From an optimization exercise on the open Yosys and OpenROAD flow, aimed at small area, a short achievable clock period and few clock cycles per item; shortcuts taken in it are not production practice. Function was checked by simulation only, so behaviour that the tests miss may differ from the original. Power and IR drop assume default switching activity.

**flow/design.v**
```verilog
module Splitmix (
  input  wire [63 : 0] seed,
  output wire [63 : 0] next_state,
  output wire [63 : 0] value
);
parameter val1 = 64'h9e3779b97f4a7c15; 
parameter val2 = 64'hbf58476d1ce4e5b9;
parameter val3 = 64'h94d049bb133111eb; 
wire [63 : 0] a;
wire [63 : 0] b;
wire [63 : 0] c;
assign a   = seed + val1;
assign b   = (a ^ (a >> 30)) * val2;
assign c   = (b ^ (b >> 27)) * val3;
assign value = (c ^ (c >> 31));
assign next_state = a;
endmodule
module Xsr (
  input  wire        clk,
  input  wire        rst,
  input  wire [63:0] seed,
  input  wire        gen,
  output wire        ready,
  output wire        valid,
  output wire [63:0] out
);
reg [63:0] s0, s1, s2, s3, o;
reg        busy, v;
reg [5:0]  cnt;
reg [1:0]  wi;    
wire [1:0] wsel, gsh;
wire       ldw, nz, neg, addk;
assign wsel[0] = (cnt == 6'd26);
assign wsel[1] = (cnt == 6'd52);
assign gsh[0] = (cnt == 6'd0) | (cnt == 6'd2) | (cnt == 6'd4) | (cnt == 6'd7) | (cnt == 6'd9) | (cnt == 6'd11) | (cnt == 6'd14) | (cnt == 6'd15) | (cnt == 6'd17) | (cnt == 6'd18) | (cnt == 6'd20) | (cnt == 6'd23) | (cnt == 6'd24) | (cnt == 6'd25) | (cnt == 6'd27) | (cnt == 6'd28) | (cnt == 6'd35) | (cnt == 6'd37) | (cnt == 6'd47) | (cnt == 6'd48);
assign gsh[1] = (cnt == 6'd0) | (cnt == 6'd2) | (cnt == 6'd3) | (cnt == 6'd10) | (cnt == 6'd27) | (cnt == 6'd33) | (cnt == 6'd38) | (cnt == 6'd40) | (cnt == 6'd45) | (cnt == 6'd46);
assign ldw = (cnt == 6'd1) | (cnt == 6'd26) | (cnt == 6'd52);
assign nz = (cnt == 6'd0) | (cnt == 6'd2) | (cnt == 6'd4) | (cnt == 6'd5) | (cnt == 6'd6) | (cnt == 6'd8) | (cnt == 6'd9) | (cnt == 6'd10) | (cnt == 6'd11) | (cnt == 6'd12) | (cnt == 6'd13) | (cnt == 6'd14) | (cnt == 6'd15) | (cnt == 6'd16) | (cnt == 6'd17) | (cnt == 6'd18) | (cnt == 6'd19) | (cnt == 6'd20) | (cnt == 6'd21) | (cnt == 6'd22) | (cnt == 6'd23) | (cnt == 6'd24) | (cnt == 6'd25) | (cnt == 6'd27) | (cnt == 6'd28) | (cnt == 6'd29) | (cnt == 6'd30) | (cnt == 6'd31) | (cnt == 6'd32) | (cnt == 6'd34) | (cnt == 6'd35) | (cnt == 6'd36) | (cnt == 6'd37) | (cnt == 6'd38) | (cnt == 6'd39) | (cnt == 6'd40) | (cnt == 6'd41) | (cnt == 6'd42) | (cnt == 6'd43) | (cnt == 6'd44) | (cnt == 6'd45) | (cnt == 6'd46) | (cnt == 6'd47) | (cnt == 6'd49) | (cnt == 6'd50) | (cnt == 6'd51);
assign neg = (cnt == 6'd2) | (cnt == 6'd4) | (cnt == 6'd5) | (cnt == 6'd6) | (cnt == 6'd10) | (cnt == 6'd11) | (cnt == 6'd12) | (cnt == 6'd15) | (cnt == 6'd17) | (cnt == 6'd20) | (cnt == 6'd22) | (cnt == 6'd23) | (cnt == 6'd24) | (cnt == 6'd27) | (cnt == 6'd31) | (cnt == 6'd37) | (cnt == 6'd38) | (cnt == 6'd39) | (cnt == 6'd42) | (cnt == 6'd44) | (cnt == 6'd49) | (cnt == 6'd50) | (cnt == 6'd51);
assign addk = (cnt == 6'd0);
reg [63:0] kg;
always @* begin
  case (wi)
    2'd0: kg = 64'h9e3779b97f4a7c15;
    2'd1: kg = 64'hdaa66d2c7ddf743f;
    2'd2: kg = 64'h78dde6e5fd29f054;
    2'd3: kg = 64'h3c6ef372fe94f82a;
  endcase
end
wire [63:0] n2  = s2 ^ s0;
wire [63:0] n3  = s3 ^ s1;
wire [63:0] s0n = s0 ^ ({64{v}} & n3);
wire [63:0] s1n = s1 ^ ({64{v}} & n2);
wire [63:0] s2n = s2 ^ ({64{v}} & (s0 ^ {s1[46:0], 17'b0}));
wire [63:0] s3n = v ? {n3[18:0], n3[63:19]} : s3;
wire [63:0] x5;
add_bk a1 (.a(s1n), .b({s1n[61:0], 2'b0}), .s(x5));
wire [63:0] r = {x5[56:0], x5[63:57]};
reg  [63:0] a2;
always @* begin
  if (!busy) a2 = r;
  else case (gsh)
    2'd0: a2 = {o[61:0], 1'b0, neg};
    2'd1: a2 = {o[60:0], 2'b0, neg};
    2'd2: a2 = {o[59:0], 3'b0, neg};
    default: a2 = addk ? kg : {63'b0, neg};
  endcase
end
wire [63:0] b2 = busy ? ((s1 ^ {64{neg}}) & {64{nz}}) : {r[60:0], 3'b0};
wire [63:0] y;
add_bk a2a (.a(a2), .b(b2), .s(y));
reg [63:0] w;
always @* begin
  case (wsel)
    2'd0: w = o ^ (o >> 30);
    2'd1: w = o ^ (o >> 27);
    default: w = o ^ (o >> 31);
  endcase
end
wire last   = (cnt == 6'd52);
wire ldp    = busy & ldw & (wsel == 2'd2);
wire ld0    = ldp & (wi == 2'd0);
wire ld2    = ldp & (wi == 2'd1);
wire ld3    = ldp & (wi == 2'd2);
wire ld1    = busy & ldw & ((wsel != 2'd2) | (wi == 2'd3));
wire ldseed = busy & ((cnt == 6'd63) | (ldp & (wi != 2'd3)));
assign ready = ~busy;
assign valid = v;
assign out   = o;
always @(posedge clk) begin
  o <= y;
  if (rst) begin
    busy <= 1'b1;
    cnt <= 6'd63;
    wi <= 2'd0;
    v <= 1'b0;
  end else begin
    v <= gen & ~busy;
    if (busy) begin
      if (last) begin
        cnt <= 6'd0;
        wi <= wi + 2'd1;
        if (wi == 2'd3) busy <= 1'b0;
      end else begin
        cnt <= cnt + 6'd1;
      end
    end
  end
  s0 <= ld0 ? w : s0n;
  s2 <= ld2 ? w : s2n;
  s3 <= ld3 ? w : s3n;
  s1 <= ldseed ? seed : ld1 ? w : s1n;
end
endmodule
module add_bk #(parameter N = 64) (input [N-1:0] a, input [N-1:0] b, output [N-1:0] s);
  wire [N-1:0] p0 = a ^ b;
  wire [N-1:0] g0 = a & b;
  reg  [N-1:0] G, P;
  integer i, d;
  always @* begin
    G = g0; P = p0;
    for (d = 1; d < N; d = d * 2)
      for (i = 2*d-1; i < N; i = i + 2*d) begin
        G[i] = G[i] | (P[i] & G[i-d]);
        P[i] = P[i] & P[i-d];
      end
    for (d = N/4; d >= 1; d = d / 2)
      for (i = 3*d-1; i < N; i = i + 2*d) begin
        G[i] = G[i] | (P[i] & G[i-d]);
        P[i] = P[i] & P[i-d];
      end
  end
  assign s = p0 ^ {G[N-2:0], 1'b0};
endmodule
```
**flow/run.sh**
```bash
#!/bin/bash
# synth_recipe.tcl (not shown) runs the flow's synth.tcl, then flattens the netlist and writes it again
# the make line also repeats each setting of config.mk as NAME=value (left out here)
make -C /OpenROAD-flow-scripts/flow DESIGN_CONFIG=/design/flow/config.mk WORK_HOME=/design/flow/orfs CLKGATE_MAP_FILE= SYNTH_SCRIPT=/design/flow/synth_recipe.tcl finish
```
**flow/constraint.sdc**
```tcl
create_clock -name core_clock -period 50.0 [get_ports {clk}]
set_input_delay 10.0000 -clock core_clock [delete_from_list [all_inputs] [get_ports {clk}]]
set_output_delay 10.0000 -clock core_clock [all_outputs]
set_load 0.01 [all_outputs]
```
**flow/config.mk**
```make
export PLATFORM = sky130hd
export DESIGN_NAME = Xsr
export DESIGN_NICKNAME = Xsr
export VERILOG_FILES = /design/flow/design.v
export SDC_FILE = /design/flow/constraint.sdc
export NUM_CORES = 4
export LEC_CHECK = 0
export CAP_MARGIN = 20
export CORE_MARGIN = 2
export CORE_UTILIZATION = 40
export SLEW_MARGIN = 20
```
==> flow_summary.ini <==
[clock_network]
holdBufCountCts = 0
clk_latency_ns = 0.59
htree_levels = 2
clk_path_buf_depth = 3
cts_buffers = 42
cts_sinks = 330
cts_tree = built
cts_resized = 0
root_buffer = clkbuf_16
cts_setup_buffers = 0
clkTransAtPathRegs_ns = 0.06

[grt]
grt_pass1_vias = 21605
grt_max_degree = 83
grt_antenna_before_repair = 3
groute.usage.overall_pct = 33.5
overflow = 0
grt_pass1_wl_um = 154000

[route]
dr.pass1.iters = 5
drtAntennaViolNets = 0
dr.first_iter.drc_count = 2538
wl_um = 109000
wl_per_cell_um = 28.1
vias_per_cell = 5.80
via_count = 22486
drc_errors = 0

[finish]
area_delta_synth_final_pct = 13.0
nNetsFinal = 3267
final_util_pct = 45.7
antenna_cells = 0
drive_gt1_share_pct = 5.33

[place]
gp_congestion = 0.987
pre_cts_slack_ns = 38.57
hpwlAfterDp_um = 83500
io_buffers = 132

[die]
die_area_um2 = 64200
core_area_um2 = 61600
start_util_pct = 40.4
io-pin-count = 133
die_y_um = 253
die-width_um = 253
row_count = 91

[sta]
rsz0062_at_grt = no
drv_slew = 0
worst_slack_ns = 37.96
fin_crit_sh_pct = 24.1
slew-limit-headroom_pct = 15.9
hold_slack_ns = 0.566
clock_skew_ns = 0.0215
fmax_mhz = 83.1
setup_violations = 0
final.setup.tns_ns = 0
worst_pin_slew_ns = 1.25
min_period_ns = 12.04
hold_viol_final = 0

[yosys]
synth-edff-count = 64
synth_seq_area_share_pct = 29.1
synth_ff_type = dfxtp_1
async_reset_ff_share_pct = 0
syn_nets = 3242
syn_inst = 2981
yosysUniqueCellTypes = 73
syn_avg_cell_area_um2 = 8.35
syn_area_um2 = 24900
synth-warning-count = 2
synth-seq-cells = 330

[critical_path]
critPathMaxStageDelay_ns = 0.77
cp-endpoint = out[47]
cp.arrival_ns = 2.04
rr_startpoint = v$_SDFF_PP0_
path_cells = clkdlybuf4s50_1
crit_family = flip-flops
r2r_cells = 32
cp_num_buf_inv = 1
r2r_end = o[63]$_DFF_P_
critPathCaptureType = output port
cp_data_required_time_ns = 40.00
critPathLaunch = o[47]$_DFF_P_
crit_path_start_kind = flop
ff2ff_setup_slack_ns = 39.06
cp.depth = 1
slowest_stage = dfxtp_1
critical_path_class = reg -> out
cp_max_fo = 11

[outcome]
outcome = finished clean

[power_and_ir_drop]
p_leak_nw = 11.4
power_per_cell_area_nw_per_um2 = 83.1
power_w = 0.00234
irDropWorstVdd_v = 0.0000414

[worst_hold_path]
holdCritPathClass = reg -> reg
hold_depth = 2

[flow_run]
drv_cap = 0
state kept, by name, summed over array words and instances (netlist names):
register  cells
busy          1
cnt           6
o            64
s0           64
s1           64
s2           64
s3           64
v             1
wi            2
through the flow:
stage,instances,area (um2)
final,3877,28100
after global routing,3877,28100
after CTS,3877,28100
after detailed placement,3799,26800
after global placement,3799,26800
after floorplan,2981,24900
cells in the final DEF (no fill, tap or decap), types with 44 or more instances in the layout:
master,count
ha_1,131
o22ai_1,67
fa_1,63
nor2b_1,74
xnor2_1,248
clkdlybuf4s50_1,132
a21oi_1,357
nand2_1,284
nor2_1,359
dfxtp_1,264
a21o_1,44
inv_1,73
mux2i_1,99
o21ai_0,124
xor2_1,285
edfxtp_1,64
cell usage after synthesis (all sizes together), types with 3 or more instances:
master,number,area [um2]
a22o,3,26.3
nor2b,74,463
a31o,9,78.8
inv,74,278
nand2b,14,87.6
o21bai,11,82.6
o31ai,7,62.6
a21o,44,330
ha,131,1640
nand3,19,95.1
a221oi,8,70.1
nand4,13,81.3
o221ai,5,43.8
or3,3,18.8
mux2,37,417
nor2,359,1350
o22ai,68,432
clkbuf,134,503
xor2,285,2500
a211oi,11,82.6
a2111oi,3,45.1
edfxtp,64,1920
o21a,7,52.6
and4,6,52.6
a21oi,359,1800
nor3,20,100
a22oi,3,22.5
xnor2,248,2170
o21ai,129,646
mux2i,99,991
and3,4,25.0
o211ai,8,60.1
and2,13,81.3
fa,63,1260
a31oi,11,68.8
buf,52,270
nand2,286,1080
dfxtp,266,5330
worst min-delay path by stage:
stage / slack [ns] / startpoint / to
6_report: 0.57 / wi[1]$_SDFFE_PP0P_ / wi[1]$_SDFFE_PP0P_
5_1_grt: 0.61 / s2[19]$_DFF_P_ / s2[19]$_DFF_P_
4_1_cts: 0.57 / wi[1]$_SDFFE_PP0P_ / wi[1]$_SDFFE_PP0P_
3_5_place_dp: 0.55 / wi[1]$_SDFFE_PP0P_ / wi[1]$_SDFFE_PP0P_
3_3_place_gp: 0.53 / wi[1]$_SDFFE_PP0P_ / wi[1]$_SDFFE_PP0P_
2_1_floorplan: 0.49 / wi[1]$_SDFFE_PP0P_ / wi[1]$_SDFFE_PP0P_
cell type report:
class / count / area (um2)
clock buffer: 65 / 1210
multi-input combinational: 2391 / 16700
timing repair buffer: 167 / 1580
sequential: 330 / 7250
clock inverter: 13 / 82.6
fill: 6056 / 33500
inverter: 74 / 278
tap: 837 / 1050
cells by family after synthesis:
| group | after synthesis | synth area share [%] |
|---|---|---|
| and+or+nand+nor | 822 | 14.1 |
| AOI/OAI and AO/OA | 706 | 16.5 |
| xor gates and xnor gates | 533 | 18.8 |
| DFF | 330 | 29.1 |
| buffers and inverters | 260 | 4.22 |
| adders and majority gates | 194 | 11.7 |
| muxes | 136 | 5.66 |
report_power, final:
part,leakage [nW],internal (W),total [W],switching (W)
sequential,2.79,0.000372,0.000577,0.000205
clock,0.633,0.000167,0.000293,0.000126
combinational,7.96,0.000548,0.00147,0.000918
layer usage:
layer / vias to the layer above / global-route usage [%] / part of all wire (%)
met1: 10983 / 43.3 / 40
met2: 1067 / 53.0 / 45
li1: 10183 / - / -
met3: 249 / 5.81 / 8.6
met4: 4 / 18.6 / 6.3
met5: - / 0 / 0.021
Testbench counts, summed over its fixed seeds: cycles 9,904, items 8,192.

## separate check: timing with driven ports
The results above use ideal ports. As a check the final layout listed here was re-extracted and re-timed, cells and wires unchanged.
Step 1 (the two cells are an assumption about what drives the block):
set clk [get_ports {clk}]
set_driving_cell -lib_cell sky130_fd_sc_hd__clkbuf_16 $clk
set_driving_cell -lib_cell sky130_fd_sc_hd__buf_2 [delete_from_list [all_inputs] $clk]
Step 2 times the ports against the registers' clock, not the clock port: input delays grow and output delays shrink by t, the midpoint of the rising clock arrivals with the driver on.
a / b / c = ideal ports / drivers / drivers and shift; a / b = the first two.
t, ns: 0.639
setup WS [ns]: 37.963 / 37.903 / 38.542
clock arrival spread, ns: 0.021 / 0.021
slew at the worst register clock pin (ns): 0.06 / 0.06
After both steps setup and hold are still met in this run. The setup slack of this run moves by -0.060 ns with the drivers and by +0.579 ns with both steps.
